Context: an optimization exercise on an open-source flow, tuned for small area, a short achievable clock period and few clock cycles per item. The choices shown serve that exercise and are no tape-out recipe.
RTL that was checked went through simulation tests only; none was proved equivalent to the original.
Power figures rest on the tool's default switching activity, not on a simulated workload.

==> job 2860: inputs <==
## action_config
module action_config
#(parameter
    C_S_AXI_ADDR_WIDTH = 16,
    C_S_AXI_DATA_WIDTH = 32
)(
    input                                   clk                   ,
    input                                   resetn                 ,
    input  wire [C_S_AXI_ADDR_WIDTH-1:0]   s_axi_AWADDR,
    input  wire                            s_axi_AWVALID,
    output wire                            s_axi_AWREADY,
    input  wire [C_S_AXI_DATA_WIDTH-1:0]   s_axi_WDATA,
    input  wire [C_S_AXI_DATA_WIDTH/8-1:0] s_axi_WSTRB,
    input  wire                            s_axi_WVALID,
    output wire                            s_axi_WREADY,
    output wire [1:0]                      s_axi_BRESP,
    output wire                            s_axi_BVALID,
    input  wire                            s_axi_BREADY,
    input  wire [C_S_AXI_ADDR_WIDTH-1:0]   s_axi_ARADDR,
    input  wire                            s_axi_ARVALID,
    output wire                            s_axi_ARREADY,
    output wire [C_S_AXI_DATA_WIDTH-1:0]   s_axi_RDATA,
    output wire [1:0]                      s_axi_RRESP,
    output wire                            s_axi_RVALID,
    input  wire                            s_axi_RREADY,
    output reg [31:0]                      data_collection_mode     ,
    output reg [47:0]                      fpga_mac_addr            ,
    output reg [31:0]                      fpga_ipv4_addr           ,
    output reg [31:0]                      one_over_energy          ,
  ...
==> flow/config.mk <==
export PLATFORM = sky130hd
export DESIGN_NAME = action_config
export DESIGN_NICKNAME = action_config
export VERILOG_FILES = /design/flow/design.v
export SDC_FILE = /design/flow/constraint.sdc
export NUM_CORES = 4
export LEC_CHECK = 0
export CAP_MARGIN = 20
export CORE_MARGIN = 2
export CORE_UTILIZATION = 50
export SETUP_SLACK_MARGIN = 2.0
export SLEW_MARGIN = 60
export TNS_END_PERCENT = 0
==> flow/constraint.sdc <==
create_clock -name core_clock -period 4.0 [get_ports {clk}]
set_input_delay 0.8000 -clock core_clock [delete_from_list [all_inputs] [get_ports {clk}]]
set_output_delay 0.8000 -clock core_clock [all_outputs]
set_load 0.01 [all_outputs]
standard.sh (not shown) runs the stock make flow with config.mk's settings and CLKGATE_MAP_FILE= SYNTH_SCRIPT=/design/flow/synth_recipe.tcl, a recipe that flattens the netlist after the stock synthesis.
==> flow/flow/run.sh <==
#!/bin/bash
# Standard ORFS flow, with small port buffers, large clock sink clusters and no CTS dummy loads.
set -e
export BUFFER_PORTS_ARGS="-buffer_cell sky130_fd_sc_hd__buf_1"
export CTS_ARGS="-sink_clustering_enable -repair_clock_nets -dont_use_dummy_load -sink_clustering_size 25 -sink_clustering_max_diameter 80"
bash standard.sh > standard.log 2>&1
==> job 9627: changes against job 2860 <==
--- a/flow/design.v
+++ b/flow/design.v
@@ -166,45 +166,55 @@
     end
     wire [31:0] ap_ctrl = {4'd0, hwerr, 5'd0,
                            ~(modprs_r & rst_d), mailbox_interrupt_1, mailbox_interrupt_0,
                            fcs_ever, apb_complete_0, trip_ever, trip_r,
                            s2mm_error, mm2s_error, al2, ~st2n,
                            5'd0, data_collection_cancel, idle_r, data_collection_start};
-    wire [3:0] aq = s_axi_ARADDR[6:3];
-    wire cs_shost = (aq == 4'd5)  & v_shost;
-    wire cs_shbm  = (aq == 4'd6)  & v_shbm;
-    wire cs_pproc = (aq == 4'd8)  & v_pproc;
-    wire cs_peth  = (aq == 4'd9)  & v_peth;
-    wire cs_picmp = (aq == 4'd10) & v_picmp;
-    wire cs_pudp  = (aq == 4'd11) & v_pudp;
-    wire [63:0] cnt = ({64{cs_shost}} & c_shost) | ({64{cs_shbm}}  & c_shbm)
-                    | ({64{cs_pproc}} & c_pproc) | ({64{cs_peth}}  & c_peth)
-                    | ({64{cs_picmp}} & c_picmp) | ({64{cs_pudp}}  & c_pudp);
-    wire [31:0] cnt_w = s_axi_ARADDR[2] ? cnt[63:32] : cnt[31:0];
-    reg [31:0] oth;
-    always @(*) begin
-        case (s_axi_ARADDR[6:2])
-            5'd0:  oth = ap_ctrl;
-            5'd4:  oth = 32'h52324158;
-            5'd6:  oth = {25'd0, temp_r};
-            5'd7:  oth = {25'd0, maxtemp};
-            5'd8:  oth = 32'd8;
-            5'd9:  oth = 32'd1;
-            5'd14: oth = {12'd0, fifo_r[17:4], 2'd0, fifo_r[3:0]} & {32{rst_d}};
-            5'd24: oth = fpga_mac_addr[31:0];
-            5'd25: oth = {16'd0, fpga_mac_addr[47:32]};
-            5'd26: oth = fpga_ipv4_addr;
-            5'd27: oth = {24'd0, nmodules};
-            5'd28: oth = data_collection_mode;
-            5'd29: oth = one_over_energy;
-            5'd30: oth = frames_per_trigger;
-            5'd31: oth = {28'd0, nstorage_cells};
-            default: oth = 32'd0;
-        endcase
-    end
-    wire [31:0] rmux = ((s_axi_ARADDR[15:7] == 9'd0) && (s_axi_ARADDR[1:0] == 2'd0)) ? (cnt_w | oth) : 32'd0;
+    wire [31:0] w [0:31];
+    assign w[0]  = ap_ctrl;
+    assign w[1]  = 32'd0;
+    assign w[2]  = 32'd0;
+    assign w[3]  = 32'd0;
+    assign w[4]  = 32'h52324158;
+    assign w[5]  = 32'd0;
+    assign w[6]  = {25'd0, temp_r};
+    assign w[7]  = {25'd0, maxtemp};
+    assign w[8]  = 32'd8;
+    assign w[9]  = 32'd1;
+    assign w[10] = c_shost[31:0]  & {32{v_shost}};
+    assign w[11] = c_shost[63:32] & {32{v_shost}};
+    assign w[12] = c_shbm[31:0]   & {32{v_shbm}};
+    assign w[13] = c_shbm[63:32]  & {32{v_shbm}};
+    assign w[14] = {12'd0, fifo_r[17:4], 2'd0, fifo_r[3:0]} & {32{rst_d}};
+    assign w[15] = 32'd0;
+    assign w[16] = c_pproc[31:0]  & {32{v_pproc}};
+    assign w[17] = c_pproc[63:32] & {32{v_pproc}};
+    assign w[18] = c_peth[31:0]   & {32{v_peth}};
+    assign w[19] = c_peth[63:32]  & {32{v_peth}};
+    assign w[20] = c_picmp[31:0]  & {32{v_picmp}};
+    assign w[21] = c_picmp[63:32] & {32{v_picmp}};
+    assign w[22] = c_pudp[31:0]   & {32{v_pudp}};
+    assign w[23] = c_pudp[63:32]  & {32{v_pudp}};
+    assign w[24] = fpga_mac_addr[31:0];
+    assign w[25] = {16'd0, fpga_mac_addr[47:32]};
+    assign w[26] = fpga_ipv4_addr;
+    assign w[27] = {24'd0, nmodules};
+    assign w[28] = data_collection_mode;
+    assign w[29] = one_over_energy;
+    assign w[30] = frames_per_trigger;
+    assign w[31] = {28'd0, nstorage_cells};
+    wire [1:0] alo = s_axi_ARADDR[3:2];
+    wire [2:0] ahi = s_axi_ARADDR[6:4];
+    wire [31:0] g [0:7];
+    genvar gi;
+    generate
+        for (gi = 0; gi < 8; gi = gi + 1) begin : grp
+            assign g[gi] = w[4*gi + alo];
+        end
+    endgenerate
+    wire [31:0] rmux = ((s_axi_ARADDR[15:7] == 9'd0) && (s_axi_ARADDR[1:0] == 2'd0)) ? g[ahi] : 32'd0;
     always @(posedge clk) begin
         if (s_axi_ARREADY)
             rdata <= rmux;
     end
     always @(posedge clk) begin
         st1    <= eth_stat_rx_status;
==> flow/flow/run.sh (replaced) <==
#!/bin/bash
# Standard ORFS flow, with small port buffers, large clock sink clusters and no CTS dummy loads.
set -e
export BUFFER_PORTS_ARGS="-buffer_cell sky130_fd_sc_hd__buf_1"
export CTS_ARGS="-sink_clustering_enable -repair_clock_nets -dont_use_dummy_load -sink_clustering_size 20 -sink_clustering_max_diameter 60 -root_buf sky130_fd_sc_hd__clkbuf_16 -buf_list sky130_fd_sc_hd__clkbuf_8"
bash standard.sh > standard.log 2>&1
- PLACE_DENSITY: unset -> 0.75
==> job 7696: changes against job 2860 <==
--- a/flow/design.v
+++ b/flow/design.v
@@ -166,45 +166,55 @@
     end
     wire [31:0] ap_ctrl = {4'd0, hwerr, 5'd0,
                            ~(modprs_r & rst_d), mailbox_interrupt_1, mailbox_interrupt_0,
                            fcs_ever, apb_complete_0, trip_ever, trip_r,
                            s2mm_error, mm2s_error, al2, ~st2n,
                            5'd0, data_collection_cancel, idle_r, data_collection_start};
-    wire [3:0] aq = s_axi_ARADDR[6:3];
-    wire cs_shost = (aq == 4'd5)  & v_shost;
-    wire cs_shbm  = (aq == 4'd6)  & v_shbm;
-    wire cs_pproc = (aq == 4'd8)  & v_pproc;
-    wire cs_peth  = (aq == 4'd9)  & v_peth;
-    wire cs_picmp = (aq == 4'd10) & v_picmp;
-    wire cs_pudp  = (aq == 4'd11) & v_pudp;
-    wire [63:0] cnt = ({64{cs_shost}} & c_shost) | ({64{cs_shbm}}  & c_shbm)
-                    | ({64{cs_pproc}} & c_pproc) | ({64{cs_peth}}  & c_peth)
-                    | ({64{cs_picmp}} & c_picmp) | ({64{cs_pudp}}  & c_pudp);
-    wire [31:0] cnt_w = s_axi_ARADDR[2] ? cnt[63:32] : cnt[31:0];
-    reg [31:0] oth;
-    always @(*) begin
-        case (s_axi_ARADDR[6:2])
-            5'd0:  oth = ap_ctrl;
-            5'd4:  oth = 32'h52324158;
-            5'd6:  oth = {25'd0, temp_r};
-            5'd7:  oth = {25'd0, maxtemp};
-            5'd8:  oth = 32'd8;
-            5'd9:  oth = 32'd1;
-            5'd14: oth = {12'd0, fifo_r[17:4], 2'd0, fifo_r[3:0]} & {32{rst_d}};
-            5'd24: oth = fpga_mac_addr[31:0];
-            5'd25: oth = {16'd0, fpga_mac_addr[47:32]};
-            5'd26: oth = fpga_ipv4_addr;
-            5'd27: oth = {24'd0, nmodules};
-            5'd28: oth = data_collection_mode;
-            5'd29: oth = one_over_energy;
-            5'd30: oth = frames_per_trigger;
-            5'd31: oth = {28'd0, nstorage_cells};
-            default: oth = 32'd0;
-        endcase
-    end
-    wire [31:0] rmux = ((s_axi_ARADDR[15:7] == 9'd0) && (s_axi_ARADDR[1:0] == 2'd0)) ? (cnt_w | oth) : 32'd0;
+    wire [31:0] w [0:31];
+    assign w[0]  = ap_ctrl;
+    assign w[1]  = 32'd0;
+    assign w[2]  = 32'd0;
+    assign w[3]  = 32'd0;
+    assign w[4]  = 32'h52324158;
+    assign w[5]  = 32'd0;
+    assign w[6]  = {25'd0, temp_r};
+    assign w[7]  = {25'd0, maxtemp};
+    assign w[8]  = 32'd8;
+    assign w[9]  = 32'd1;
+    assign w[10] = c_shost[31:0]  & {32{v_shost}};
+    assign w[11] = c_shost[63:32] & {32{v_shost}};
+    assign w[12] = c_shbm[31:0]   & {32{v_shbm}};
+    assign w[13] = c_shbm[63:32]  & {32{v_shbm}};
+    assign w[14] = {12'd0, fifo_r[17:4], 2'd0, fifo_r[3:0]} & {32{rst_d}};
+    assign w[15] = 32'd0;
+    assign w[16] = c_pproc[31:0]  & {32{v_pproc}};
+    assign w[17] = c_pproc[63:32] & {32{v_pproc}};
+    assign w[18] = c_peth[31:0]   & {32{v_peth}};
+    assign w[19] = c_peth[63:32]  & {32{v_peth}};
+    assign w[20] = c_picmp[31:0]  & {32{v_picmp}};
+    assign w[21] = c_picmp[63:32] & {32{v_picmp}};
+    assign w[22] = c_pudp[31:0]   & {32{v_pudp}};
+    assign w[23] = c_pudp[63:32]  & {32{v_pudp}};
+    assign w[24] = fpga_mac_addr[31:0];
+    assign w[25] = {16'd0, fpga_mac_addr[47:32]};
+    assign w[26] = fpga_ipv4_addr;
+    assign w[27] = {24'd0, nmodules};
+    assign w[28] = data_collection_mode;
+    assign w[29] = one_over_energy;
+    assign w[30] = frames_per_trigger;
+    assign w[31] = {28'd0, nstorage_cells};
+    wire [1:0] alo = s_axi_ARADDR[3:2];
+    wire [2:0] ahi = s_axi_ARADDR[6:4];
+    wire [31:0] g [0:7];
+    genvar gi;
+    generate
+        for (gi = 0; gi < 8; gi = gi + 1) begin : grp
+            assign g[gi] = w[4*gi + alo];
+        end
+    endgenerate
+    wire [31:0] rmux = ((s_axi_ARADDR[15:7] == 9'd0) && (s_axi_ARADDR[1:0] == 2'd0)) ? g[ahi] : 32'd0;
     always @(posedge clk) begin
         if (s_axi_ARREADY)
             rdata <= rmux;
     end
     always @(posedge clk) begin
         st1    <= eth_stat_rx_status;
- CORE_UTILIZATION: 50 -> 55
- PLACE_DENSITY: unset -> 0.75
==> run notes <==
Job 7696 passed the timing, design-rule and antenna checks. Job 2860 completed without violations. Job 9627 completed without violations.
Of job 2860 and job 7696, job 7696 has the higher worst setup slack (gap 140 ps).
Global-route usage: job 9627 < job 2860 < job 7696.
Between job 7696 and job 9627, the lower register-to-register slack is in job 7696 (gap 50 ps).
Between job 9627 and job 2860, the lower non-clock buffer count is in job 9627 (gap 58).
In job 9627 the wire length is larger than in job 2860, by about 4%.
In sequential power, job 2860 and job 9627 hardly differ.
Testbench counts of job 9627, summed over its fixed seeds: cycles 2,995, transactions 4,800.
Testbench counts of job 7696, summed over its fixed seeds: cycles 2,995, transactions 4,800.
Only the layout flow was run in job 2860; the RTL was not checked for function there.

[port drivers added, routing unchanged]
Ports are ideal in the flow. The routed layouts listed here were re-timed in OpenROAD.
Step 1 (the two cells are an assumption about what drives the block):
set clk [get_ports {clk}]
set_driving_cell -lib_cell sky130_fd_sc_hd__clkbuf_16 $clk
set_driving_cell -lib_cell sky130_fd_sc_hd__buf_2 [delete_from_list [all_inputs] $clk]
Step 2 moves the port delays by t, midway between the first and last clock arrival at a register: inputs arrive t later, outputs are due t later. That takes back most of the time a late clock gives input paths.
Slacks: ideal ports / drivers / drivers and shift; pairs: ideal ports / drivers.
run | shift t [ns] | setup WS [ns] | hold slack, ns | worst register clock-pin slew, ns
job 2860 | 0.623 | 1.708 / 1.697 / 1.073 | 0.299 / 0.267 / 0.334 | 0.10 / 0.10
job 9627 | 0.620 | 1.914 / 1.782 / 1.162 | 0.297 / 0.271 / 0.396 | 0.12 / 0.12
job 7696 | 0.627 | 1.846 / 1.709 / 1.082 | 0.290 / 0.252 / 0.344 | 0.10 / 0.10
After both steps every run listed still meets setup and hold. The setup slack of job 7696, which loses most, moves by -0.137 ns with the drivers and by -0.764 ns with both steps.
